From an optimization exercise on the open Yosys and OpenROAD flow, aimed at small area, a short achievable clock period and few clock cycles; shortcuts taken in it are not production practice.
At most, simulation tests tie the RTL to the original design; equivalence was not proved.
Only the layout flow was run in run 1; the RTL was not checked for function there.
Power is estimated from default activity; no workload was simulated.

## design.v

```verilog
`timescale 1ns / 1ps
module alu (
    input  [31:0] a,
    input  [31:0] b,
    input         sub,
    input  [2:0]  f3,
    output [31:0] sum,
    output        lt,
    output        ltu,
    output        eq,
    output reg [31:0] result
);
    wire [32:0] s = {1'b0, a} + {1'b0, b ^ {32{sub}}} + {32'b0, sub};
    assign sum = s[31:0];
    assign ltu = ~s[32];
    assign lt  = (a[31] ^ b[31]) ? a[31] : s[31];
    assign eq  = (a == b);
    function [31:0] rev(input [31:0] x);
        integer k;
        for (k = 0; k < 32; k = k + 1) rev[k] = x[31-k];
    endfunction
    wire        left = (f3 == 3'b001);
    wire [31:0] shin = left ? rev(a) : a;
    wire [31:0] shr  = shin >> b[4:0];
    always @(*) begin
        case (f3)
            3'b000: result = sum;
            3'b001: result = rev(shr);
            3'b010: result = {31'b0, lt};
            3'b011: result = {31'b0, ltu};
            3'b100: result = a ^ b;
            3'b101: result = shr;
            3'b110: result = a | b;
            default: result = a & b;
        endcase
    end
endmodule
`timescale 1ns / 1ps
module registerFile (
    input clk,
    input rst,
    input writeEnable,
    input [4:0] readReg1,
    input [4:0] readReg2,
    input [4:0] writeReg,
    input [31:0] writeData,
    output [31:0] readData1,
    output [31:0] readData2
);
    reg [31:1] valid;
    wire [32*32-1:0] q;
    assign q[31:0] = 32'b0;
    genvar g;
    generate
        for (g = 1; g < 32; g = g + 1) begin : rf
            reg [31:0] r;
            always @(posedge clk)
                if (writeEnable && writeReg == g)
                    r <= writeData;
            assign q[32*g +: 32] = r;
        end
    endgenerate
    always @(posedge clk) begin
        if (rst)
            valid <= 31'b0;
        else if (writeEnable && writeReg != 5'd0)
            valid[writeReg] <= 1'b1;
    end
    integer i;
    reg [31:0] r1, r2;
    always @(*) begin
        r1 = 32'b0;
        r2 = 32'b0;
        for (i = 1; i < 32; i = i + 1) begin
            r1 = r1 | ({32{readReg1 == i && valid[i]}} & q[32*i +: 32]);
            r2 = r2 | ({32{readReg2 == i && valid[i]}} & q[32*i +: 32]);
        end
    end
    assign readData1 = r1;
    assign readData2 = r2;
endmodule
`timescale 1ns / 1ps
module processorWrapper(
    input wire clk,
    input wire rst,
    output wire [31:0] imem_addr,
    input  wire [31:0] imem_rdata,
    output wire [31:0] dmem_addr,
    output wire        dmem_we,
    output wire [3:0]  dmem_be,
    output wire [31:0] dmem_wdata,
    input  wire [31:0] dmem_rdata,
    output wire        halted
);
    localparam [19:0] IHI = 20'h01000;
    reg [9:0]  fpc;
    reg [9:0]  dpc;
    reg        d_valid;
    reg        halt_r;
    reg        e_valid;
    reg [31:0] ea, eb, ec;
    reg        e_sub;
    reg [2:0]  e_f3;
    reg        e_wr;
    reg [4:0]  e_rd;
    reg        e_link, e_jalr, e_br, e_pred, e_ld, e_st, e_sys;
    reg [31:0] m_addr, m_wdata;
    reg [3:0]  m_be;
    reg        m_we, m_ld, m_wr;
    reg [2:0]  m_f3;
    reg [4:0]  m_rd;
    reg        w_ld, w_wr;
    reg [1:0]  w_off;
    reg [2:0]  w_f3;
    reg [4:0]  w_rd;
    assign imem_addr  = {IHI, fpc, 2'b00};
    assign dmem_addr  = m_addr;
    assign dmem_we    = m_we;
    assign dmem_be    = m_be;
    assign dmem_wdata = m_wdata;
    assign halted     = halt_r;
    wire [31:0] ins = imem_rdata;
    wire [4:0]  opc = ins[6:2];
    wire [2:0]  f3  = ins[14:12];
    wire [4:0]  rd  = ins[11:7];
    wire [4:0]  rs1 = ins[19:15];
    wire [4:0]  rs2 = ins[24:20];
    wire d_lui   = (opc == 5'b01101);
    wire d_auipc = (opc == 5'b00101);
    wire d_jal   = (opc == 5'b11011);
    wire d_jalr  = (opc == 5'b11001);
    wire d_br    = (opc == 5'b11000);
    wire d_ld    = (opc == 5'b00000);
    wire d_st    = (opc == 5'b01000);
    wire d_opi   = (opc == 5'b00100);
    wire d_op    = (opc == 5'b01100);
    wire d_sys   = (opc == 5'b11100);
    wire [31:0] imm_i = {{20{ins[31]}}, ins[31:20]};
    wire [31:0] imm_s = {{20{ins[31]}}, ins[31:25], ins[11:7]};
    wire [31:0] imm_u = {ins[31:12], 12'b0};
    wire [31:0] imm_b = {{20{ins[31]}}, ins[7], ins[30:25], ins[11:8], 1'b0};
    wire [31:0] imm_j = {{12{ins[31]}}, ins[19:12], ins[20], ins[30:21], 1'b0};
    wire [9:0]  dtarget = dpc + (d_jal ? imm_j[11:2] : imm_b[11:2]);
    wire [31:0] dpc_full = {IHI, dpc, 2'b00};
    wire [31:0] link     = {IHI + {19'b0, &dpc}, fpc, 2'b00};    
    wire        d_pred  = ins[31];                
    wire        d_redirect = d_valid & (d_jal | (d_br & d_pred));
    wire [31:0] rf1, rf2;
    wire        wen;
    wire [4:0]  wrd;
    wire [31:0] wdata;
    registerFile rf(
        .clk(clk), .rst(rst),
        .writeEnable(wen), .readReg1(rs1), .readReg2(rs2),
        .writeReg(wrd), .writeData(wdata),
        .readData1(rf1), .readData2(rf2)
    );
    wire [31:0] rs1v = (wen && wrd == rs1) ? wdata : rf1;
    wire [31:0] rs2v = (wen && wrd == rs2) ? wdata : rf2;
    wire [31:0] d_a = d_auipc ? dpc_full : d_lui ? 32'b0 : rs1v;
    wire [31:0] d_b = (d_op | d_br) ? rs2v :
                      d_st ? imm_s :
                      (d_lui | d_auipc) ? imm_u : imm_i;
    wire [31:0] d_c = d_st ? rs2v : (d_br & ~d_pred) ? {20'b0, dtarget, 2'b00} : link;
    wire d_sub = d_br | ((d_op | d_opi) & (f3 == 3'b010 || f3 == 3'b011)) |
                 (d_op & f3 == 3'b000 & ins[30]);
    wire d_uses1 = ~(d_lui | d_auipc | d_jal);
    wire d_uses2 = d_op | d_br | d_st;
    wire d_wr  = (d_lui | d_auipc | d_jal | d_jalr | d_op | d_opi | d_ld) & (rd != 5'd0);
    wire [31:0] sum, alu_res;
    wire lt, ltu, eq;
    alu al(
        .a(ea), .b(eb), .sub(e_sub), .f3(e_f3),
        .sum(sum), .lt(lt), .ltu(ltu), .eq(eq), .result(alu_res)
    );
    wire taken      = (e_f3[2] ? (e_f3[1] ? ltu : lt) : eq) ^ e_f3[0];
    wire e_redirect = e_valid & (e_jalr | (e_br & (taken ^ e_pred)));
    wire [9:0]  e_rpc = e_jalr ? sum[11:2] : ec[11:2];
    wire e_ldstall  = e_valid & e_ld;
    wire e_halt     = e_valid & e_sys;
    wire ld_dep     = d_valid & e_wr & ((d_uses1 & rs1 == e_rd) | (d_uses2 & rs2 == e_rd) |
                                        (d_wr & rd == e_rd));
    wire [31:0] e_result = e_link ? ec : alu_res;
    wire [31:0] lsh = dmem_rdata >> {w_off, 3'b000};
    reg  [31:0] ld_data;
    always @(*) begin
        case (w_f3)
            3'b000:  ld_data = {{24{lsh[7]}}, lsh[7:0]};
            3'b001:  ld_data = {{16{lsh[15]}}, lsh[15:0]};
            3'b100:  ld_data = {24'b0, lsh[7:0]};
            3'b101:  ld_data = {16'b0, lsh[15:0]};
            default: ld_data = lsh;
        endcase
    end
    assign wen   = w_ld ? w_wr : (e_valid & e_wr & ~e_ld);
    assign wrd   = w_ld ? w_rd : e_rd;
    assign wdata = w_ld ? ld_data : e_result;
    always @(posedge clk) begin
        dpc <= fpc;
        if (rst) begin
            fpc     <= 10'd0;
            d_valid <= 1'b0;
            e_valid <= 1'b0;
            halt_r  <= 1'b0;
        end else if (halt_r | e_halt) begin
            halt_r  <= 1'b1;
            d_valid <= 1'b0;
            e_valid <= 1'b0;
        end else if (e_redirect) begin
            fpc     <= e_rpc;
            d_valid <= 1'b0;
            e_valid <= 1'b0;
        end else if (e_ldstall & ld_dep) begin
            fpc     <= dpc;
            d_valid <= 1'b0;
            e_valid <= 1'b0;
        end else if (d_redirect) begin
            fpc     <= dtarget;
            d_valid <= 1'b0;
            e_valid <= d_valid;
        end else if (e_ldstall) begin
            d_valid <= 1'b0;
            e_valid <= d_valid;
        end else begin
            fpc     <= fpc + 10'd1;
            d_valid <= 1'b1;
            e_valid <= d_valid;
        end
    end
    always @(posedge clk) begin
        ea      <= d_a;
        eb      <= d_b;
        ec      <= d_c;
        e_sub   <= d_sub;
        e_f3    <= (d_lui | d_auipc) ? 3'b000 : f3;
        e_wr    <= d_wr;
        e_rd    <= rd;
        e_link  <= d_jal | d_jalr;
        e_jalr  <= d_jalr;
        e_br    <= d_br;
        e_pred  <= d_pred;
        e_ld    <= d_ld;
        e_st    <= d_st;
        e_sys   <= d_sys;
    end
    always @(posedge clk) begin
        m_addr  <= sum;
        m_be    <= (e_f3[1:0] == 2'b00) ? (4'b0001 << sum[1:0]) :
                   (e_f3[1:0] == 2'b01) ? (sum[1] ? 4'b1100 : 4'b0011) : 4'b1111;
        m_wdata <= (e_f3[1:0] == 2'b00) ? {4{ec[7:0]}} :
                   (e_f3[1:0] == 2'b01) ? {2{ec[15:0]}} : ec;
        m_f3    <= e_f3;
        m_rd    <= e_rd;
        m_wr    <= e_wr;
        w_off   <= m_addr[1:0];
        w_f3    <= m_f3;
        w_rd    <= m_rd;
        w_wr    <= m_wr;
        if (rst) begin
            m_we <= 1'b0;
            m_ld <= 1'b0;
            w_ld <= 1'b0;
        end else begin
            m_we <= e_valid & e_st;
            m_ld <= e_valid & e_ld;
            w_ld <= m_ld;
        end
    end
endmodule
```

## flow/run.sh

```bash
#!/bin/bash
set -euo pipefail
MARGIN=$(cat flow/margin.txt)
bash standard.sh synth > log_synth.txt 2>&1
bash standard.sh SETUP_SLACK_MARGIN=$MARGIN floorplan > log_floorplan.txt 2>&1
bash standard.sh SETUP_SLACK_MARGIN=$MARGIN place > log_place.txt 2>&1
bash standard.sh SETUP_SLACK_MARGIN=$MARGIN cts > log_cts.txt 2>&1
bash standard.sh SETUP_SLACK_MARGIN=$MARGIN route > log_route.txt 2>&1
bash standard.sh SETUP_SLACK_MARGIN=$MARGIN finish > log_finish.txt 2>&1
test -f out/final.def
```

## flow/margin.txt

```
8.5
```

## standard.sh

```bash
#!/bin/bash
# synth_recipe.tcl (not shown) runs the flow's synth.tcl, then flattens the netlist and writes it again
# the make line also repeats each setting of config.mk as NAME=value (left out here)
make -C /OpenROAD-flow-scripts/flow DESIGN_CONFIG=/design/flow/config.mk WORK_HOME=/design/flow/orfs CLKGATE_MAP_FILE= SYNTH_SCRIPT=/design/flow/synth_recipe.tcl "${@:-finish}"
```

## config.mk

```make
export PLATFORM = sky130hd
export DESIGN_NAME = processorWrapper
export DESIGN_NICKNAME = processorWrapper
export VERILOG_FILES = /design/flow/design.v
export SDC_FILE = /design/flow/constraint.sdc
export NUM_CORES = 4
export LEC_CHECK = 0
export CAP_MARGIN = 20
export CORE_MARGIN = 2
export CORE_UTILIZATION = 40
export PLACE_DENSITY = 0.6
export SETUP_SLACK_MARGIN = 1.0
export SLEW_MARGIN = 20
```

## constraint.sdc

```tcl
create_clock -name core_clock -period 14.0 [get_ports {clk}]
set_input_delay 2.8000 -clock core_clock [delete_from_list [all_inputs] [get_ports {clk}]]
set_output_delay 2.8000 -clock core_clock [all_outputs]
set_load 0.01 [all_outputs]
```

==> out/metrics.cfg, run 1 <==
[job]
drv_cap = 0

[finish]
drive_gt1_share_pct = 13.7
areaGrowthSynthToFinish_pct = 14.9
finalNetCount = 4959
layout_common_cells = 992 x edfxtp_1, 375 x a22o_1, 355 x a221oi_1
layout_commonest_cell = edfxtp_1
utilization_pct = 46.2
final_cell_count_no_fill = 6816

[detailed_routing]
routed_wl_um = 292000
drc = 0
routed-via-count = 51913
viasPerCell = 7.62
dr.pass1.iters = 14
ant_nets = 0
drtIter0Drc = 12791
wl_per_cell_um = 42.9

[pwr]
p_leak_nw = 23.2
peakVddDrop_mv = 0.110
p_per_area_nw_per_um2 = 123
power.switching_mw = 2.00
p_int_mw = 6.32
pwr-share-clk_pct = 42.6
switching_share_pct = 24.1
share_comb_of_total_power_pct = 7.5
power.share.sequential_pct = 49.9

[sta]
finalSetupTns_ps = 0
worst_pin_slew_ps = 1220
drv_slew = 0
fin_worst_skew_ps = 74.3
max_slew_margin_pct = 18.1
post-route-period-util_pct = 40.7
hold_violations = 0
setup_slack_ps = 8310
grt_setup_unrepaired = yes
fmax_ghz = 0.176
period_minus_slack_ps = 5690
setup_violations = 0

[place]
portBuffers = 143
gp_congestion = 1.06
dp_cells = 6561
hpwl_um = 167000
place_ws_ps = 6730

[yosys]
ys.warnings.count = 3
ys_seq_area_share_pct = 59.1
synth_area_per_cell_um2 = 12.5
postSynthCellCount = 4726
synth-seq-cells = 1250
synth_top_area_share_pct = 50.4
synth-edff-count = 992
yosys-top-cells-area = edfxtp_1 50%, dfxtp_1 8.7%, a22o_1 5.6%, a221oi_1 5.3%, a22oi_1 3.0%
synth_top_area_cell = edfxtp_1
syn_area_um2 = 59100
async_reset_ff_share_pct = 0
synthFlopType = edfxtp_1
synth_cell_type_count = 94

[floorplan]
die_w_um = 388
core_area_um2 = 147000
pin_count = 168
die_area_um2 = 151000
start_util_pct = 40.2
die_y_um = 388
rows = 141

[grt]
grt_first_pass_wirelength_um = 391000
antenna_found_initial = 20
grt_usage_pct = 37.3
grt.overflow.total = 0
first_global_vias = 47423
grt_max_degree = 57

[clocking]
cts_hold_buf = 0
path_clk_slew_ps = 60
clock-root-buffer = clkbuf_16
clk_latency_ps = 810
max-clock-path-buffers = 3
cts_sinks = 1250
cts_tree = built
htree_levels = 3
cts_made_buffers = 120

[critical_path]
worst_ep_required_time_ps = 14630
worstSetupEndpointType = flip-flop
cpLargestDelayFamily = compound AO/OA/AOI/OAI gates
cp.depth = 11
critPathMaxFanout = 4
regToRegStartpoint = eb[2]
crit_end = ea[27]
crit_slowest_cell = o21ai_0
r2r_setup_slack_ps = 8560
crit_start = dmem_rdata[31]
criticalPathCategory = in2reg
cp.arrival_ps = 6320
critPathBufInv = 2
crit_chain = clkdlybuf4s50_1 -> mux2i_1 -> mux2_2 -> mux2i_1 -> a22oi_1 -> o21ai_0 -> a221oi_1 -> o21ai_0 -> o22ai_4 -> buf_4 -> a21oi_2
cp-start-kind = input pin
ff2ff_path_depth = 12
r2r-end = fpc[0]
slowest_delay_ps = 730

[status]
status = complete, no violations

[hold_path]
hp-class = reg2reg

-- layer usage --
| layer | share of wire [%] | GRT usage [%] |
|---|---|---|
| met2 | 40 | 52.3 |
| met3 | 18 | 17.5 |
| met5 | 0.10 | 0.829 |
| met4 | 9.4 | 25.7 |
| met1 | 33 | 45.1 |
-- what timing repair did --
action | in CTS | in global routing
resized for setup | 98 | 64
setup endpoints to repair | 294 | 321
gates cloned | 2 | 3
pin swaps | 1 | 7
setup buffers | 1 | 13
-- final cells by class --
type / instances / area [um^2]
fillers: 13204 / 79200
flip-flops and latches: 1250 / 35000
multi-input cells: 2967 / 23000
clock buffers: 145 / 3140
repair buffers: 319 / 2810
well taps: 1930 / 2410
clock inverters: 80 / 1090
inverters: 111 / 443
repair inverters: 5 / 35.0
diodes: 9 / 22.5
-- how the worst min path moves through the flow --
stage / startpoint / to / slack, ps / cells after the start
after floorplan: m_f3[0] / w_f3[0] / 310 / 0
after global placement: m_f3[0] / w_f3[0] / 310 / 0
after detailed placement: m_rd[1] / w_rd[1] / 310 / 0
after CTS: m_f3[0] / w_f3[0] / 330 / 0
after global routing: m_f3[0] / w_f3[0] / 330 / 0
final: m_rd[4] / w_rd[4] / 330 / 0
-- cells in the mapped netlist (53+ instances only) --
cell      number
nor2_1       211
o21ai_0      131
nor3_1        87
nand3_1       98
a22oi_1      236
mux4_2        53
dfxtp_1      258
mux2i_1       74
edfxtp_1     992
nand2_1      203
inv_1        107
a222oi_1      65
nand4_1      128
and3_1        86
a221oi_1     358
xor2_1        56
a22o_1       375
ha_1         117
a21oi_1      187
clkbuf_1     342
-- flip-flops by register name, summed over array words and instances, names as in the netlist, 2 cells and up --
signal / cells
w_f3: 3
e_rd: 5
m_wdata: 32
e_f3: 3
w_off: 2
m_rd: 5
ec: 32
m_f3: 3
eb: 32
m_addr: 32
m_be: 4
rf.valid: 31
ea: 32
fpc: 10
w_rd: 5
rf.rf.r: 992
dpc: 10
-- cells by family after synthesis --
| logic type | synth area share [%] |
|---|---|
| compound gates | 20.9 |
| mux | 4.05 |
| simple gates | 8.30 |
| xor+xnor | 1.51 |
| fa+ha+maj | 2.54 |
| flops | 59.1 |
| buf+inv | 3.55 |
| other cells | 0.0127 |
-- power groups by stage --
stage | Sequential (mW) | Clock, mW | Combinational (mW)
6_report | 4.16 | 3.54 | 0.624
5_1_grt | 4.16 | 3.68 | 0.651
4_1_cts | 4.16 | 3.53 | 0.588
3_5_place_dp | 4.24 | 0 | 0.582
3_3_place_gp | 4.24 | 0 | 0.578
2_1_floorplan | 4.22 | 0 | 0.328
-- per-stage QoR --
| step | total power, mW | area, um^2 | hold WS (ps) |
|---|---|---|---|
| after floorplan | 4.55 | 59200 | 310 |
| after global placement | 4.81 | 63000 | 310 |
| after detailed placement | 4.82 | 63000 | 315 |
| after CTS | 8.27 | 67600 | 330 |
| after global routing | 8.49 | 67900 | 333 |
| final | 8.32 | 67900 | 328 |
==> run 2: changes to the inputs <==
--- a/design.v
+++ b/design.v
@@ -41,8 +41,13 @@
     input rst,
     input writeEnable,
+    input [4:0] writeReg,
+    input [31:0] writeData,
+    input clearEnable,
+    input [4:0] clearReg,
+    input xValid,
+    input [4:0] xReg,
+    input [31:0] xData,
     input [4:0] readReg1,
     input [4:0] readReg2,
-    input [4:0] writeReg,
-    input [31:0] writeData,
     output [31:0] readData1,
     output [31:0] readData2
@@ -59,17 +64,18 @@
                     r <= writeData;
             assign q[32*g +: 32] = r;
+            always @(posedge clk)
+                if (rst)
+                    valid[g] <= 1'b0;
+                else if (clearEnable && clearReg == g)
+                    valid[g] <= 1'b0;
+                else if (writeEnable && writeReg == g)
+                    valid[g] <= 1'b1;
         end
     endgenerate
-    always @(posedge clk) begin
-        if (rst)
-            valid <= 31'b0;
-        else if (writeEnable && writeReg != 5'd0)
-            valid[writeReg] <= 1'b1;
-    end
     integer i;
     reg [31:0] r1, r2;
     always @(*) begin
-        r1 = 32'b0;
-        r2 = 32'b0;
+        r1 = {32{xValid && xReg == readReg1}} & xData;
+        r2 = {32{xValid && xReg == readReg2}} & xData;
         for (i = 1; i < 32; i = i + 1) begin
             r1 = r1 | ({32{readReg1 == i && valid[i]}} & q[32*i +: 32]);
@@ -141,8 +147,14 @@
     wire [31:0] imm_b = {{20{ins[31]}}, ins[7], ins[30:25], ins[11:8], 1'b0};
     wire [31:0] imm_j = {{12{ins[31]}}, ins[19:12], ins[20], ins[30:21], 1'b0};
-    wire [9:0]  dtarget = dpc + (d_jal ? imm_j[11:2] : imm_b[11:2]);
+    wire [9:0]  jtarget = dpc + imm_j[11:2];
+    wire [9:0]  btarget = dpc + imm_b[11:2];
+    wire [9:0]  dtarget = d_jal ? jtarget : btarget;
     wire [31:0] dpc_full = {IHI, dpc, 2'b00};
     wire [31:0] link     = {IHI + {19'b0, &dpc}, fpc, 2'b00};    
-    wire        d_pred  = ins[31];                
+    wire        same_rs = (rs1 == rs2);
+    wire        d_pred  = ins[31] |
+                          (f3 == 3'b000 &  same_rs) |           
+                          (f3 == 3'b001 & ~same_rs) |           
+                          (f3[2] & f3[0] & same_rs);            
     wire        d_redirect = d_valid & (d_jal | (d_br & d_pred));
     wire [31:0] rf1, rf2;
@@ -150,17 +162,28 @@
     wire [4:0]  wrd;
     wire [31:0] wdata;
+    reg         buf_v;
+    reg  [4:0]  buf_rd;
+    reg  [31:0] buf_d;
+    wire        w_take;
     registerFile rf(
         .clk(clk), .rst(rst),
-        .writeEnable(wen), .readReg1(rs1), .readReg2(rs2),
-        .writeReg(wrd), .writeData(wdata),
+        .writeEnable(wen), .writeReg(wrd), .writeData(wdata),
+        .clearEnable(w_take), .clearReg(w_rd),
+        .xValid(buf_v), .xReg(buf_rd), .xData(buf_d),
+        .readReg1(rs1), .readReg2(rs2),
         .readData1(rf1), .readData2(rf2)
     );
-    wire [31:0] rs1v = (wen && wrd == rs1) ? wdata : rf1;
-    wire [31:0] rs2v = (wen && wrd == rs2) ? wdata : rf2;
-    wire [31:0] d_a = d_auipc ? dpc_full : d_lui ? 32'b0 : rs1v;
-    wire [31:0] d_b = (d_op | d_br) ? rs2v :
-                      d_st ? imm_s :
-                      (d_lui | d_auipc) ? imm_u : imm_i;
-    wire [31:0] d_c = d_st ? rs2v : (d_br & ~d_pred) ? {20'b0, dtarget, 2'b00} : link;
+    wire byp1 = wen && wrd == rs1;
+    wire byp2 = wen && wrd == rs2;
+    wire a_rs = ~(d_auipc | d_lui);
+    wire b_rs = d_op | d_br;
+    wire [31:0] d_a0 = d_auipc ? dpc_full : d_lui ? 32'b0 : rf1;
+    wire [31:0] d_b0 = b_rs ? rf2 :
+                       d_st ? imm_s :
+                       (d_lui | d_auipc) ? imm_u : imm_i;
+    wire [31:0] d_c0 = d_st ? rf2 : (d_br & ~d_pred) ? {20'b0, btarget, 2'b00} : link;
+    wire [31:0] d_a = (byp1 & a_rs) ? wdata : d_a0;
+    wire [31:0] d_b = (byp2 & b_rs) ? wdata : d_b0;
+    wire [31:0] d_c = (byp2 & d_st) ? wdata : d_c0;
     wire d_sub = d_br | ((d_op | d_opi) & (f3 == 3'b010 || f3 == 3'b011)) |
                  (d_op & f3 == 3'b000 & ins[30]);
@@ -177,8 +200,11 @@
     wire e_redirect = e_valid & (e_jalr | (e_br & (taken ^ e_pred)));
     wire [9:0]  e_rpc = e_jalr ? sum[11:2] : ec[11:2];
-    wire e_ldstall  = e_valid & e_ld;
+    wire e_ldstall  = e_valid & e_ld & ((m_ld & m_wr) | (w_ld & w_wr & d_valid & d_wr));
     wire e_halt     = e_valid & e_sys;
-    wire ld_dep     = d_valid & e_wr & ((d_uses1 & rs1 == e_rd) | (d_uses2 & rs2 == e_rd) |
-                                        (d_wr & rd == e_rd));
+    wire dep_e      = e_valid & e_ld & e_wr &
+                      ((d_uses1 & rs1 == e_rd) | (d_uses2 & rs2 == e_rd) | (d_wr & rd == e_rd));
+    wire dep_m      = m_ld & m_wr & ((d_uses1 & rs1 == m_rd) | (d_uses2 & rs2 == m_rd));
+    wire dep_w      = w_ld & w_wr & ((d_uses1 & rs1 == w_rd) | (d_uses2 & rs2 == w_rd));
+    wire ld_dep     = d_valid & (dep_e | dep_m | dep_w);
     wire [31:0] e_result = e_link ? ec : alu_res;
     wire [31:0] lsh = dmem_rdata >> {w_off, 3'b000};
@@ -193,7 +219,20 @@
         endcase
     end
-    assign wen   = w_ld ? w_wr : (e_valid & e_wr & ~e_ld);
-    assign wrd   = w_ld ? w_rd : e_rd;
-    assign wdata = w_ld ? ld_data : e_result;
+    wire   e_we  = e_valid & e_wr & ~e_ld;
+    wire   drain = buf_v & ~e_we;
+    assign w_take = w_ld & w_wr & ~(e_we & e_rd == w_rd);
+    assign wen   = e_we | drain;
+    assign wrd   = e_we ? e_rd : buf_rd;
+    assign wdata = e_we ? e_result : buf_d;
+    always @(posedge clk) begin
+        if (rst)
+            buf_v <= 1'b0;
+        else
+            buf_v <= w_take | (buf_v & ~drain & ~(e_we & e_rd == buf_rd));
+        if (w_take) begin
+            buf_rd <= w_rd;
+            buf_d  <= ld_data;
+        end
+    end
     always @(posedge clk) begin
         dpc <= fpc;
@@ -211,5 +250,5 @@
             d_valid <= 1'b0;
             e_valid <= 1'b0;
-        end else if (e_ldstall & ld_dep) begin
+        end else if (ld_dep) begin
             fpc     <= dpc;
             d_valid <= 1'b0;
==> flow/margin.txt (replaced) <==
9.0
==> run 2 against run 1 <==
Still clean. Final cell count is 5.9% higher. Clock power is 12% higher. Combinational power is 12% lower. Flip-flop and latch count is 38 higher. Critical path depth stayed put. Wire length is 9.7% higher. Clock skew is 12 ps lower. Non-clock buffer count is 147 higher. Cell area is 8.6% higher. Die area is 2.8% higher. Power is 4.6% higher.
==> out/metrics.cfg, run 2 <==
[status]
status = complete, no violations

[critical_path]
critPathBufInv = 4
crit_end = eb[13]
crit_start = imem_rdata[23]
slowest_delay_ps = 780
crit_chain = clkbuf_4 -> buf_12 -> inv_4 -> nor3_2 -> and3_4 -> buf_6 -> a222oi_1 -> nand4_1 -> a2111oi_4 -> a21oi_2 -> a221o_1
worstSetupEndpointType = flip-flop
regToRegStartpoint = e_f3[0]
r2r_setup_slack_ps = 8950
ff2ff_path_depth = 12
criticalPathCategory = in2reg
r2r-end = rf.rf[17].r[13]
worst_ep_required_time_ps = 14670
cp.arrival_ps = 5890
cpLargestDelayFamily = compound AO/OA/AOI/OAI gates
cp.depth = 11
cp-start-kind = input pin
crit_slowest_cell = a2111oi_4
critPathMaxFanout = 23

[finish]
top_register = rf.rf.r
layout_common_cells = 1029 x edfxtp_1, 407 x a22oi_1, 267 x a22o_1
areaGrowthSynthToFinish_pct = 21.3
drive_gt1_share_pct = 18.1
largest_register_ff_count = 992
layout_commonest_cell = edfxtp_1
finalNetCount = 5238

[yosys]
postSynthCellCount = 4855
synth_cell_type_count = 85
yosys-top-cells-area = edfxtp_1 51%, dfxtp_1 8.5%, a22oi_1 5.1%, a22o_1 3.9%, a221oi_1 3.8%
synth_most_common_cell = edfxtp_1
ys.warnings.count = 3
synth-edff-count = 1029
synth_top_family_by_area = compound AO/OA/AOI/OAI gates
synth_xor_area_share_pct = 2.18
muxShareOfSynthArea_pct = 4.01
synthSimpleGateAreaFrac_pct = 8.06
async_reset_ff_share_pct = 0
synth-seq-cells = 1288
synthFlopType = edfxtp_1
synth_top_area_cell = edfxtp_1
synth_adder_area_share_pct = 2.32
synth-compound-area-share_pct = 20.4
yosys-top-cells-count = 1029 x edfxtp_1, 409 x a22oi_1, 341 x clkbuf_1
ys_seq_area_share_pct = 59.4
synth_area_per_cell_um2 = 12.5
synth_top_area_share_pct = 50.9
syn_area_um2 = 60800

[grt]
top_usage_layer = met2
first_global_vias = 50323
grt_usage_pct = 39.3
met3_usage_pct = 18.7
grt_max_degree = 49
antenna_found_initial = 15
grt_first_pass_wirelength_um = 422000
grtUsageMet2_pct = 55.0
gr-usage-met1_pct = 45.5
grt.overflow.total = 0

[sta]
period_minus_slack_ps = 5210
worst_pin_slew_ps = 1170
fin_worst_skew_ps = 62.0
drv_slew = 0
max_slew_margin_pct = 22.0
finalSetupTns_ps = 0
hold_violations = 0
post-route-period-util_pct = 37.2
setup_violations = 0
grt_setup_unrepaired = yes
fmax_ghz = 0.192

[clocking]
max-clock-path-buffers = 3
htree_levels = 4
path_clk_slew_ps = 60
cts_made_buffers = 137
clock-root-buffer = clkbuf_16
cts_sinks = 1288
clk_latency_ps = 840
cts_tree = built

[detailed_routing]
drtIter0Drc = 12836
drc = 0
viasPerCell = 7.59
ant_nets = 0
wl_per_cell_um = 44.4
routed-via-count = 54748
routed_wl_um = 320000
dr.pass1.iters = 17

[pwr]
peakVddDrop_mv = 0.125
p_leak_nw = 25.4
p_per_area_nw_per_um2 = 118
finalPower_mw = 8.70

[place]
gp_congestion = 1.02
hpwl_um = 182000
portBuffers = 143

[floorplan]
rows = 143
die_y_um = 394
start_util_pct = 40.1
die_w_um = 394
core_area_um2 = 151000
die_area_um2 = 155000
pin_count = 168

[job]
drv_cap = 0

[hold_path]
hp-class = reg2reg

-- run 2: cell types whose count changed after synthesis, moves of 22 or more --
cell       before   now
xnor2_1        46    73
mux2i_1        74   103
nor3_1         87    42
nand2_1       203   180
and2_1         19    43
a2111oi_0       0    47
a21o_1         18    46
a22oi_1       236   409
a221oi_1      358   263
nand4_1       128   159
xor2_1         56    78
a22o_1        375   268
edfxtp_1      992  1029
-- run 2: per-layer routing --
layer,share of wire (%),routed length (um)
met5,0.18,582
met4,11,34900
met3,17,54800
met2,40,127000
met1,32,103000
-- run 2: cells by family (layout without fill, tap and decap cells) --
family,after synthesis,count (layout)
flip-flops,1288,1288
AND/OR/NAND/NOR,951,954
buffers and inverters,550,844
adder cells (fa/ha/maj),111,111
XOR/XNOR,151,151
other,2,34
multiplexers,177,177
AO/OA/AOI/OAI,1625,1626
-- run 2: worst min path at each step --
| stage | cells past startpoint | start | slack (ps) | endpoint |
|---|---|---|---|---|
| finish | 0 | m_f3[0] | 330 | w_f3[0] |
| global route | 0 | m_f3[1] | 330 | w_f3[1] |
| CTS | 0 | m_f3[1] | 330 | w_f3[1] |
| detailed placement | 0 | m_f3[0] | 320 | w_f3[0] |
| global placement | 0 | m_f3[1] | 320 | w_f3[1] |
| floorplan | 0 | m_f3[0] | 310 | w_f3[0] |
-- run 2: final cells by class --
class,count,area (um^2)
Inverter,114,487
Timing Repair inverter,13,97.6
Antenna cell,12,30.0
Fill cell,13117,77600
Tap cell,2030,2540
Multi-Input combinational cell,3041,24400
Clock buffer,176,3770
Sequential cell,1288,36100
Clock inverter,75,1100
Timing Repair Buffer,466,5170
-- run 2: power breakdown --
group	total, mW	internal [mW]	switching, mW
Combinational	0.546	0.201	0.345
Sequential	4.20	4.15	0.0510
Clock	3.95	2.29	1.67
-- run 2: per-stage QoR --
| step | instance area [um^2] | setup WS (ps) | hold slack, ps | instances | util (%) |
|---|---|---|---|---|---|
| 2_1_floorplan | 61100 | 8960 | 310 | 4875 | - |
| 3_3_place_gp | 65000 | 6210 | 321 | 6796 | 42.9 |
| 3_5_place_dp | 65000 | 6380 | 316 | 6796 | 42.9 |
| 4_1_cts | 72700 | 8890 | 328 | 7150 | 48.0 |
| 5_1_grt | 73700 | 8810 | 330 | 7205 | 48.7 |
| 6_report | 73700 | 8790 | 328 | 7215 | 48.7 |
-- run 2: timing repair --
item | CTS | global route
hold buffers | 0 | 0
buffers inserted | 85 | 42
pin swaps | 64 | 42
hold endpoints to repair | 0 | 0
cloned | 18 | 11
setup endpoints to repair | 728 | 573
gates resized for setup | 411 | 132
Testbench counts of run 2, summed over its fixed seeds: cycles 76,572.
==> run 3: changes to the inputs <==
--- a/design.v
+++ b/design.v
@@ -103,4 +103,8 @@
     reg [9:0]  dpc;
     reg        d_valid;
+    reg        btb_v;
+    reg  [9:0] btb_pc, btb_tgt;
+    reg        d_bhit;
+    wire       f_hit = btb_v & (fpc == btb_pc);
     reg        halt_r;
     reg        e_valid;
@@ -151,5 +155,6 @@
     wire [9:0]  dtarget = d_jal ? jtarget : btarget;
     wire [31:0] dpc_full = {IHI, dpc, 2'b00};
-    wire [31:0] link     = {IHI + {19'b0, &dpc}, fpc, 2'b00};    
+    wire [9:0]  dpc1     = dpc + 10'd1;
+    wire [31:0] link     = {IHI + {19'b0, &dpc}, dpc1, 2'b00};   
     wire        same_rs = (rs1 == rs2);
     wire        d_pred  = ins[31] |
@@ -157,5 +162,5 @@
                           (f3 == 3'b001 & ~same_rs) |           
                           (f3[2] & f3[0] & same_rs);            
-    wire        d_redirect = d_valid & (d_jal | (d_br & d_pred));
+    wire        d_redirect = d_valid & ~d_bhit & (d_jal | (d_br & d_pred));
     wire [31:0] rf1, rf2;
     wire        wen;
@@ -237,7 +242,20 @@
     always @(posedge clk) begin
         dpc <= fpc;
+        d_bhit <= f_hit & ~rst;
+        if (rst)
+            btb_v <= 1'b0;
+        else if (d_redirect) begin
+            btb_v   <= 1'b1;
+            btb_pc  <= dpc;
+            btb_tgt <= dtarget;
+        end
         if (rst) begin
-            fpc     <= 10'd0;
-            d_valid <= 1'b0;
+            if (fpc == 10'd0) begin
+                fpc     <= 10'd1;
+                d_valid <= 1'b1;
+            end else begin
+                fpc     <= 10'd0;
+                d_valid <= 1'b0;
+            end
             e_valid <= 1'b0;
             halt_r  <= 1'b0;
@@ -262,5 +280,5 @@
             e_valid <= d_valid;
         end else begin
-            fpc     <= fpc + 10'd1;
+            fpc     <= f_hit ? btb_tgt : fpc + 10'd1;
             d_valid <= 1'b1;
             e_valid <= d_valid;
==> run 3 against run 2 <==
Flip-flop and latch count is 22 higher. Clock skew is 26 ps lower. Largest power group unchanged. Largest cell class unchanged. Via count is 3.0% higher.
==> out/metrics.cfg, run 3 <==
[finish]
drive_gt1_share_pct = 18.0
finalNetCount = 5377
final_cell_count_no_fill = 7383
final_area_um2 = 75300
utilization_pct = 48.8
layout_common_cells = 1059 x edfxtp_1, 419 x a22oi_1, 287 x a22o_1
top_register = rf.rf.r
largest_register_ff_count = 992
areaGrowthSynthToFinish_pct = 21.1
layout_commonest_cell = edfxtp_1

[pwr]
finalPower_mw = 8.94
peakVddDrop_mv = 0.110
p_leak_nw = 25.8
p_per_area_nw_per_um2 = 119

[detailed_routing]
drtIter0Drc = 13529
dr.pass1.iters = 15
viasPerCell = 7.64
ant_nets = 0
routed_wl_um = 329000
drc = 0
routed-via-count = 56390
wl_per_cell_um = 44.6

[place]
hpwl_um = 181000
portBuffers = 143
place_ws_ps = 6530
place_area_um2 = 66200
gp_congestion = 0.995
dp_cells = 6899

[sta]
setup_slack_ps = 8950
worst_pin_slew_ps = 1230
period_minus_slack_ps = 5050
whs_ps = 334
grt_setup_unrepaired = yes
finalSetupTns_ps = 0
fin_worst_skew_ps = 35.7
max_slew_margin_pct = 17.9
fmax_ghz = 0.198
setup_violations = 0
drv_slew = 0
post-route-period-util_pct = 36.1
hold_violations = 0

[critical_path]
worstSetupEndpointType = flip-flop
worst_ep_required_time_ps = 14700
critPathMaxFanout = 17
criticalPathCategory = in2reg
cp-start-kind = input pin
cp.arrival_ps = 5760

[yosys]
synth_cell_type_count = 87
ys.warnings.count = 3
synth_most_common_cell = edfxtp_1
synth-edff-count = 1059
async_reset_ff_share_pct = 0
synth_top_area_share_pct = 51.2
ys_seq_area_share_pct = 59.2
yosys-top-cells-area = edfxtp_1 51%, dfxtp_1 8.1%, a22oi_1 5.1%, a22o_1 4.0%, a221oi_1 4.0%
synthFlopType = edfxtp_1
postSynthCellCount = 4971
synth-seq-cells = 1310
synth_area_per_cell_um2 = 12.5
syn_area_um2 = 62200
synth_top_area_cell = edfxtp_1
yosys-top-cells-count = 1059 x edfxtp_1, 422 x a22oi_1, 360 x clkbuf_1

[grt]
grt_usage_pct = 40.0
antenna_found_initial = 24
grt_max_degree = 50
grt.overflow.total = 0
grt_first_pass_wirelength_um = 434000
first_global_vias = 51645

[clocking]
clock-root-buffer = clkbuf_16
cts_made_buffers = 139
cts_sinks = 1310
cts_hold_buf = 0
cts_tree = built
path_clk_slew_ps = 60
htree_levels = 4
clk_latency_ps = 820
max-clock-path-buffers = 3

[floorplan]
start_util_pct = 40.3
die_w_um = 398
pin_count = 168
rows = 144
core_area_um2 = 154000
die_area_um2 = 159000
die_y_um = 398

[job]
drv_cap = 0

[hold_path]
hp-class = reg2reg

[status]
status = complete, no violations

[run 3: cells by family after synthesis]
| kind of cell | Yosys count | share of synthesized area, % |
|---|---|---|
| AOI/OAI and AO/OA | 1659 | 20.5 |
| DFF | 1310 | 59.2 |
| and+or+nand+nor | 973 | 7.96 |
| buffers and inverters | 576 | 3.75 |
| xor gates and xnor gates | 175 | 2.47 |
| muxes | 163 | 3.77 |
| adders and majority gates | 113 | 2.31 |
| other | 2 | 0.0121 |
[run 3: where the power goes]
part | total (mW) | switching, mW | internal [mW]
clock network | 3.85 | 1.64 | 2.21
registers | 4.38 | 0.103 | 4.27
logic | 0.719 | 0.438 | 0.281
total | 8.94 | 2.18 | 6.76
[run 3: critical path: stages]
cell and delay [ps]:
dlygate4sd2_1 260, buf_12 140, buf_4 150, nor3_1 340
and3_4 410, buf_4 470, a22o_1 220, a221oi_1 60
nand4_1 170, a2111oi_4 60, buf_4 210, or3_1 310
o21ai_0 140
[run 3: final timing paths]
check / slack [ps] / from / end / cells past startpoint
worst min register to register: 330 / m_f3[2] / w_f3[2] / 0
worst max-delay path: 8950 / imem_rdata[16] / ea[0] / 13
worst min-delay path: 330 / m_f3[2] / w_f3[2] / 0
worst max register to register: 8990 / eb[2] / rf.rf[14].r[26] / 12
[run 3: metal layers]
metal / up-vias / GRT usage [%] / wire length (um)
li1: 20632 / - / -
met1: 27126 / 44.8 / 104000
met2: 6334 / 54.9 / 128000
met5: - / 5.36 / 1550
met3: 2245 / 21.2 / 57000
met4: 53 / 34.5 / 38400
[run 3: repair_timing]
| item | CTS | global route |
|---|---|---|
| pin swaps | 79 | 45 |
| setup endpoints to repair | 572 | 540 |
| resized for setup | 359 | 130 |
| gates cloned | 19 | 12 |
| buffers inserted | 117 | 54 |
[run 3: final cells by class]
type                       instances  area (um^2)
fill                           13398        79000
sequential                      1310        36800
multi-input combinational       3109        24800
timing repair buffer             506         5810
clock buffer                     168         3780
tap                             2044         2560
clock inverter                    87          880
inverter                         124          503
antenna                           27         67.6
timing repair inverter             8         57.6
Testbench counts of run 3, summed over its fixed seeds: cycles 73,780.
==> run 4: changes to the inputs <==
--- a/design.v
+++ b/design.v
@@ -110,9 +110,10 @@
     reg        e_valid;
     reg [31:0] ea, eb, ec;
-    reg        e_sub;
+    reg        e_sub, e_add;
     reg [2:0]  e_f3;
     reg        e_wr;
     reg [4:0]  e_rd;
     reg        e_link, e_jalr, e_br, e_pred, e_ld, e_st, e_sys;
+    reg        e_auipc, e_jdone;
     reg [31:0] m_addr, m_wdata;
     reg [3:0]  m_be;
@@ -153,14 +154,14 @@
     wire [9:0]  jtarget = dpc + imm_j[11:2];
     wire [9:0]  btarget = dpc + imm_b[11:2];
-    wire [9:0]  dtarget = d_jal ? jtarget : btarget;
+    wire [9:0]  rtarget = ea[11:2] + imm_i[11:2];
+    wire [9:0]  dtarget = d_jal ? jtarget : d_jalr ? rtarget : btarget;
     wire [31:0] dpc_full = {IHI, dpc, 2'b00};
     wire [9:0]  dpc1     = dpc + 10'd1;
     wire [31:0] link     = {IHI + {19'b0, &dpc}, dpc1, 2'b00};   
     wire        same_rs = (rs1 == rs2);
-    wire        d_pred  = ins[31] |
+    wire        d_spred = ins[31] |
                           (f3 == 3'b000 &  same_rs) |           
                           (f3 == 3'b001 & ~same_rs) |           
                           (f3[2] & f3[0] & same_rs);            
-    wire        d_redirect = d_valid & ~d_bhit & (d_jal | (d_br & d_pred));
     wire [31:0] rf1, rf2;
     wire        wen;
@@ -181,4 +182,14 @@
     wire byp1 = wen && wrd == rs1;
     wire byp2 = wen && wrd == rs2;
+    wire        lt, ltu, eq;
+    wire        e_zero  = e_sub ? eq : ((ea ^ eb) == {(ea[30:0] | eb[30:0]), 1'b0});
+    wire        d_early = d_br & (rs2 == 5'd0) & ~f3[2] & ~f3[1] &
+                          e_valid & e_wr & e_add & (e_rd == rs1);
+    wire        d_pred  = d_early ? (e_zero ^ f3[0]) : d_spred;
+    wire        d_jfuse = d_jalr & e_valid & e_auipc & e_wr & (e_rd == rs1);
+    wire        d_redirect_t = d_valid & ~d_bhit & (d_jal | d_jfuse | (d_br & d_pred));
+    wire        d_redirect_n = d_valid & d_bhit & d_br & ~d_pred;    
+    wire        d_redirect = d_redirect_t | d_redirect_n;
+    wire [9:0]  d_rpc = d_bhit ? dpc1 : dtarget;
     wire a_rs = ~(d_auipc | d_lui);
     wire b_rs = d_op | d_br;
@@ -197,5 +208,4 @@
     wire d_wr  = (d_lui | d_auipc | d_jal | d_jalr | d_op | d_opi | d_ld) & (rd != 5'd0);
     wire [31:0] sum, alu_res;
-    wire lt, ltu, eq;
     alu al(
         .a(ea), .b(eb), .sub(e_sub), .f3(e_f3),
@@ -203,5 +213,5 @@
     );
     wire taken      = (e_f3[2] ? (e_f3[1] ? ltu : lt) : eq) ^ e_f3[0];
-    wire e_redirect = e_valid & (e_jalr | (e_br & (taken ^ e_pred)));
+    wire e_redirect = e_valid & ((e_jalr & ~e_jdone) | (e_br & (taken ^ e_pred)));
     wire [9:0]  e_rpc = e_jalr ? sum[11:2] : ec[11:2];
     wire e_ldstall  = e_valid & e_ld & ((m_ld & m_wr) | (w_ld & w_wr & d_valid & d_wr));
@@ -245,5 +255,5 @@
         if (rst)
             btb_v <= 1'b0;
-        else if (d_redirect) begin
+        else if (d_valid & ~d_bhit & (d_jal | (d_br & d_spred))) begin
             btb_v   <= 1'b1;
             btb_pc  <= dpc;
@@ -273,5 +283,5 @@
             e_valid <= 1'b0;
         end else if (d_redirect) begin
-            fpc     <= dtarget;
+            fpc     <= d_rpc;
             d_valid <= 1'b0;
             e_valid <= d_valid;
@@ -290,4 +300,5 @@
         ec      <= d_c;
         e_sub   <= d_sub;
+        e_add   <= ((d_op | d_opi) & f3 == 3'b000) | d_lui | d_auipc;
         e_f3    <= (d_lui | d_auipc) ? 3'b000 : f3;
         e_wr    <= d_wr;
@@ -295,4 +306,6 @@
         e_link  <= d_jal | d_jalr;
         e_jalr  <= d_jalr;
+        e_auipc <= d_auipc;
+        e_jdone <= d_jfuse;
         e_br    <= d_br;
         e_pred  <= d_pred;
--- a/flow/run.sh
+++ b/flow/run.sh
@@ -2,4 +2,5 @@
 set -euo pipefail
 MARGIN=$(cat flow/margin.txt)
+export CTS_ARGS="-sink_clustering_enable -repair_clock_nets -dont_use_dummy_load -buf_list {sky130_fd_sc_hd__clkbuf_8} -sink_clustering_size 16 -sink_clustering_max_diameter 50"
 bash standard.sh synth > log_synth.txt 2>&1
 bash standard.sh SETUP_SLACK_MARGIN=$MARGIN floorplan > log_floorplan.txt 2>&1
==> run 4 against run 3 <==
Global-route usage decreased by 0.69 points. Critical endpoint is now rf.rf[1].r[21]. Largest cell class unchanged. Area after synthesis rose by 1.5%. Flip-flop and latch count is 3 higher. Still clean.
==> out/metrics.cfg, run 4 <==
[detailed_routing]
wl_per_cell_um = 44.6
drc = 0
dr.pass1.iters = 13
routed_wl_um = 329000
routed-via-count = 56514
ant_nets = 0
drtIter0Drc = 12756
viasPerCell = 7.66

[place]
gp_congestion = 1.02
place_area_um2 = 67600
hpwl_um = 191000
place_ws_ps = 6450
portBuffers = 143

[sta]
setup_slack_ps = 8780
fmax_ghz = 0.191
finalSetupTns_ps = 0
period_minus_slack_ps = 5220
max_slew_margin_pct = 16.7
post-route-period-util_pct = 37.3
drv_slew = 0
worst_pin_slew_ps = 1240
grt_setup_unrepaired = yes
setup_violations = 0
fin_worst_skew_ps = 120
hold_violations = 0

[pwr]
p_per_area_nw_per_um2 = 101
peakVddDrop_mv = 0.103
p_leak_nw = 24.6

[finish]
final_area_um2 = 72900
top_register = rf.rf.r
layout_commonest_cell = edfxtp_1
largest_register_ff_count = 992
layout_common_cells = 1059 x edfxtp_1, 378 x a22oi_1, 282 x a22o_1
finalNetCount = 5488
drive_gt1_share_pct = 16.2
n_fill_cell = 13893
areaGrowthSynthToFinish_pct = 15.6

[clocking]
cts_made_buffers = 133
max-clock-path-buffers = 3
path_clk_slew_ps = 100
clk_latency_ps = 970
clock-root-buffer = clkbuf_8
cts_hold_buf = 0
cts_tree = built
htree_levels = 4
cts_sinks = 1313

[critical_path]
worst_ep_required_time_ps = 14600
cp.arrival_ps = 5820
critPathMaxFanout = 31
criticalPathCategory = reg2reg
cp-start-kind = flip-flop
worstSetupEndpointType = flip-flop

[grt]
grt_max_degree = 54
grt_usage_pct = 39.3
grt.overflow.total = 0
grt_first_pass_wirelength_um = 439000
first_global_vias = 52083
antenna_found_initial = 25

[hold_path]
hp-class = reg2reg

[yosys]
synth-seq-cells = 1313
ys.warnings.count = 3
yosys-top-cells-count = 1059 x edfxtp_1, 380 x a22oi_1, 343 x clkbuf_1
muxShareOfSynthArea_pct = 3.82
synth-compound-area-share_pct = 20.6
synthSimpleGateAreaFrac_pct = 8.26
synth_top_area_cell = edfxtp_1
synth_top_family_by_area = compound AO/OA/AOI/OAI gates
synth_xor_area_share_pct = 2.77
yosys-top-cells-area = edfxtp_1 50%, dfxtp_1 8.1%, a22oi_1 4.5%, a221oi_1 4.1%, a22o_1 3.9%
synth_most_common_cell = edfxtp_1
synth_area_per_cell_um2 = 12.4
async_reset_ff_share_pct = 0
postSynthCellCount = 5100
synth_top_area_share_pct = 50.4
synthFlopType = edfxtp_1
synth_adder_area_share_pct = 2.49
ys_seq_area_share_pct = 58.4
syn_area_um2 = 63100
synth_cell_type_count = 90
synth-edff-count = 1059

[floorplan]
start_util_pct = 40.4
die_w_um = 401
die_area_um2 = 161000
core_area_um2 = 156000
die_y_um = 401
pin_count = 168
rows = 145

[job]
drv_cap = 0

[status]
status = complete, no violations

## run 4: cell families (layout without fill, tap and decap cells)
group,Yosys count,count (layout)
fa+ha+maj,123,123
flops,1313,1313
mux,171,171
xor+xnor,200,200
compound gates,1686,1686
buf+inv,573,749
simple gates,1032,1033
other cells,2,40
## run 4: metal layers
| layer | global-route usage [%] | part of all wire (%) | vias to the layer above |
|---|---|---|---|
| met5 | 2.59 | 0.29 | - |
| met3 | 17.8 | 17 | 2006 |
| met2 | 56.1 | 40 | 6284 |
| li1 | - | - | 20950 |
| met4 | 30.6 | 10 | 45 |
| met1 | 45.7 | 32 | 27229 |
## run 4: repair_timing
action,CTS,global route
endpoints found under the setup margin,520,373
buffers inserted,111,19
gates cloned,16,9
gates resized for setup,356,109
pin swaps,78,47
## run 4: worst max-delay path, cell delays in order, from the launching register on
cell	delay (ps)
dfxtp_1	850
xor2_1	210
ha_1	240
a21oi_1	170
o22ai_1	190
o31ai_4	570
o22ai_1	160
a31o_1	280
a21oi_1	250
mux2i_1	420
a221o_1	350
o211ai_1	360
inv_1	800
## run 4: where the power goes
group | total, mW | internal (mW) | switching (mW)
Combinational | 0.802 | 0.301 | 0.501
Clock | 2.16 | 0.844 | 1.32
Sequential | 4.38 | 4.28 | 0.101
Total | 7.35 | 5.43 | 1.92
## run 4: worst paths after layout
kind                            cells after the start  startpoint  slack [ps]        endpoint
worst max-delay path                               12       eb[1]        8780  rf.rf[1].r[21]
worst min-delay path                                0   m_addr[0]         320        w_off[0]
worst max register to register                     12       eb[1]        8780  rf.rf[1].r[21]
worst min register to register                      0   m_addr[0]         320        w_off[0]
## run 4: final cells by class
cell class / instances / area, um^2 / share of cell area, %
well taps: 2058 / 2570 / 3.53
inverters: 133 / 542 / 0.743
repair buffers: 473 / 5120 / 7.02
repair inverters: 10 / 70.1 / 0.0961
diodes: 18 / 45.0 / 0.0617
clock buffers: 133 / 1830 / 2.51
flip-flops and latches: 1313 / 36900 / 50.6
multi-input cells: 3235 / 25900 / 35.5
## run 4: stage by stage
stage          hold slack (ps)  cells  total power [mW]  util (%)
5_1_grt                    323   7359              7.51      46.6
4_1_cts                    323   7326              7.28      46.2
3_3_place_gp               315   7066              5.20      43.2
3_5_place_dp               318   7066              5.20      43.2
2_1_floorplan              310   5120              4.86         -
6_report                   323   7373              7.35      46.6
Testbench counts of run 4, summed over its fixed seeds: cycles 71,284.
==> run 5: changes to the inputs <==
--- a/flow/run.sh
+++ b/flow/run.sh
@@ -2,5 +2,5 @@
 set -euo pipefail
 MARGIN=$(cat flow/margin.txt)
-export CTS_ARGS="-sink_clustering_enable -repair_clock_nets -dont_use_dummy_load -buf_list {sky130_fd_sc_hd__clkbuf_8} -sink_clustering_size 16 -sink_clustering_max_diameter 50"
+export CTS_ARGS="-sink_clustering_enable -repair_clock_nets -dont_use_dummy_load -buf_list {sky130_fd_sc_hd__clkbuf_8 sky130_fd_sc_hd__clkbuf_16} -sink_clustering_size 20 -sink_clustering_max_diameter 60"
 bash standard.sh synth > log_synth.txt 2>&1
 bash standard.sh SETUP_SLACK_MARGIN=$MARGIN floorplan > log_floorplan.txt 2>&1
==> run 5 against run 4 <==
Largest power group unchanged. Clock-buffer cell count fell by 29. Worst setup slack improved by 57 ps. First-iteration DRC count fell by 0.73%. Utilization rose by 1.1 points. Sequential power barely moved. Critical path type is now in2reg. Wire length rose by 0.55%. Critical path depth fell by 1. Critical endpoint is now ea[20]. Highest routed layer unchanged. Still clean. Global-route usage rose by 0.063 points. Power rose by 6.8%. Clock power rose by 23%. Maximum frequency rose by 1.1%.
==> out/metrics.cfg, run 5 <==
[status]
status = complete, no violations

[sta]
setup_violations = 0
grt_setup_unrepaired = yes
setup_slack_ps = 8830
max_slew_margin_pct = 12.2
drv_slew = 0
worst_pin_slew_ps = 1300
finalSetupTns_ps = 0
fin_worst_skew_ps = 103
period_minus_slack_ps = 5170
fmax_ghz = 0.194
post-route-period-util_pct = 36.9
hold_violations = 0

[floorplan]
pin_count = 168
core_area_um2 = 156000
die_y_um = 401
rows = 145
start_util_pct = 40.4
die_w_um = 401
die_area_um2 = 161000

[place]
place_area_um2 = 67600
portBuffers = 143
hpwl_um = 191000
gp_congestion = 1.02
place_ws_ps = 6450
dp_cells = 7066

[yosys]
yosys-top-cells-area = edfxtp_1 50%, dfxtp_1 8.1%, a22oi_1 4.5%, a221oi_1 4.1%, a22o_1 3.9%
synth_most_common_cell = edfxtp_1
synth_top_area_share_pct = 50.4
ys_seq_area_share_pct = 58.4
postSynthCellCount = 5100
synthFlopType = edfxtp_1
synth_area_per_cell_um2 = 12.4
synth-edff-count = 1059
async_reset_ff_share_pct = 0
yosys-top-cells-count = 1059 x edfxtp_1, 380 x a22oi_1, 343 x clkbuf_1
syn_area_um2 = 63100
synth_top_area_cell = edfxtp_1
synth_cell_type_count = 90
ys.warnings.count = 3
synth-seq-cells = 1313

[pwr]
peakVddDrop_mv = 0.107
power.switching_mw = 1.96
share_comb_of_total_power_pct = 10.3
pwr-share-clk_pct = 33.8
p_int_mw = 5.89
p_leak_nw = 25.4
p_per_area_nw_per_um2 = 105
power.share.sequential_pct = 55.8
switching_share_pct = 25.0

[finish]
multi_input_area_um2 = 26100
layout.area.seq_um2 = 36900
finalNetCount = 5510
drive_gt1_share_pct = 17.4
top_register = rf.rf.r
final_area_um2 = 74700
final_cell_count_no_fill = 7404
layout_commonest_cell = edfxtp_1
layout_common_cells = 1059 x edfxtp_1, 375 x a22oi_1, 281 x a22o_1
n_fill_cell = 13642
areaGrowthSynthToFinish_pct = 18.3
largest_register_ff_count = 992

[detailed_routing]
routed_wl_um = 331000
drtIter0Drc = 12663
viasPerCell = 7.71
drc = 0
wl_per_cell_um = 44.7
routed-via-count = 57117
dr.pass1.iters = 13
ant_nets = 0

[job]
drv_cap = 0

[grt]
first_global_vias = 52376
grt_first_pass_wirelength_um = 440000
grt.overflow.total = 0
grt_usage_pct = 39.4
grt_max_degree = 54
antenna_found_initial = 18

[critical_path]
cp.arrival_ps = 5730
criticalPathCategory = in2reg
critPathMaxFanout = 27
worst_ep_required_time_ps = 14560
cp-start-kind = input pin
worstSetupEndpointType = flip-flop

[hold_path]
hp-class = reg2reg

[clocking]
clock-root-buffer = clkbuf_16
max-clock-path-buffers = 3
cts_hold_buf = 0
path_clk_slew_ps = 80
cts_tree = built
clk_latency_ps = 790
cts_sinks = 1313
htree_levels = 3
cts_made_buffers = 104

run 5: changes by cell type in the layout (fill, tap and decap cells not counted), moves of 5 or more:
cell | previous run | this run
buf_8 | 14 | 20
buf_4 | 220 | 259
a221oi_1 | 265 | 253
clkbuf_16 | 2 | 109
clkdlybuf4s50_1 | 117 | 112
clkbuf_8 | 135 | 0
diode_2 | 18 | 27
buf_2 | 1 | 6
buf_12 | 47 | 53
a221oi_2 | 28 | 39
run 5: worst paths after layout:
check | start | end | slack [ps] | depth (start not counted)
worst max-delay path | imem_rdata[16] | ea[20] | 8830 | 11
worst min-delay path | m_f3[0] | w_f3[0] | 330 | 0
worst max register to register | e_f3[0] | ea[9] | 8930 | 11
worst min register to register | m_f3[0] | w_f3[0] | 330 | 0
run 5: kinds of logic after synthesis:
kind of cell	count (synthesis)	share of synthesized area [%]
compound gates	1686	20.6
xor+xnor	200	2.77
fa+ha+maj	123	2.49
buf+inv	573	3.64
flops	1313	58.4
mux	171	3.82
other cells	2	0.0119
simple gates	1032	8.26
run 5: timing repair:
action | 4_1_cts | 5_1_grt
setup buffers | 131 | 44
pin swaps | 84 | 63
gates resized for setup | 426 | 156
cloned | 23 | 9
endpoints found under the setup margin | 531 | 367
hold endpoints to repair | 0 | 0
run 5: worst max-delay path: stages:
cell and delay (ps):
buf_2 140, buf_12 150, nor3b_1 560, and3_2 520
buf_8 480, a22o_1 220, a221oi_1 50, nand4_1 190
a2111oi_4 80, or3_1 340, o21ai_0 140
run 5: power by group through the flow:
stage / logic [mW] / registers, mW / clock network [mW]
global placement: 0.733 / 4.47 / 0
CTS: 0.772 / 4.38 / 2.63
global route: 0.851 / 4.39 / 2.77
detailed placement: 0.736 / 4.47 / 0
finish: 0.812 / 4.38 / 2.65
floorplan: 0.431 / 4.43 / 0
run 5: per-stage QoR:
step / util (%) / hold slack (ps) / power [mW]
finish: 47.8 / 330 / 7.85
global route: 47.7 / 339 / 8.01
CTS: 47.0 / 332 / 7.78
detailed placement: 43.2 / 318 / 5.20
global placement: 43.2 / 315 / 5.20
floorplan: - / 310 / 4.86
run 5: cell type report:
cell class	instances	share of cell area, %
multi-input combinational	3235	35.0
timing repair inverter	10	0.0972
sequential	1313	49.4
antenna	27	0.0905
timing repair buffer	524	7.76
inverter	133	0.727
tap	2058	3.45
clock buffer	104	3.48
run 5: routing by layer:
layer / global-route usage [%] / up-vias / routed length (um)
li1: - / 21066 / -
met1: 45.4 / 27433 / 106000
met2: 55.4 / 6447 / 132000
met3: 18.7 / 2153 / 56300
met4: 32.0 / 18 / 36200
met5: 1.75 / - / 552

-- separate check: timing with driven ports --
The flow's constraints put no driver on any port. The routed layouts listed below were extracted and timed again, unchanged, in two steps.
Step 1, drivers: a clkbuf_16 drives clk and a buf_2 each remaining input, both assumed.
Step 2 times the ports against the registers' clock, not the clock port: input delays grow and output delays shrink by t, the midpoint of the rising clock arrivals with the driver on.
Slacks: ideal / step 1 / step 2; pairs: ideal / step 1.
| run | shift t [ns] | setup slack, ns | slew at the worst register clock pin (ns) | worst data-port slew with drivers (ns) | pins driven straight from the clock port |
|---|---|---|---|---|---|
| run 1 | 0.851 | 8.307 / 8.353 / 7.501 | 0.07 / 0.07 | 0.06 | 1 |
| run 2 | 0.882 | 8.785 / 8.843 / 7.961 | 0.08 / 0.08 | 0.05 | 1 |
| run 3 | 0.899 | 8.946 / 8.986 / 8.125 | 0.08 / 0.08 | 0.05 | 1 |
| run 4 | 0.992 | 8.777 / 8.777 / 7.977 | 0.11 / 0.11 | 0.05 | 1 |
| run 5 | 0.819 | 8.835 / 8.884 / 8.065 | 0.09 / 0.09 | 0.07 | 1 |
After both steps setup and hold are still met in every run listed. For run 2, which loses most, drivers alone change the setup slack by +0.058 ns; drivers and shift together by -0.824 ns.
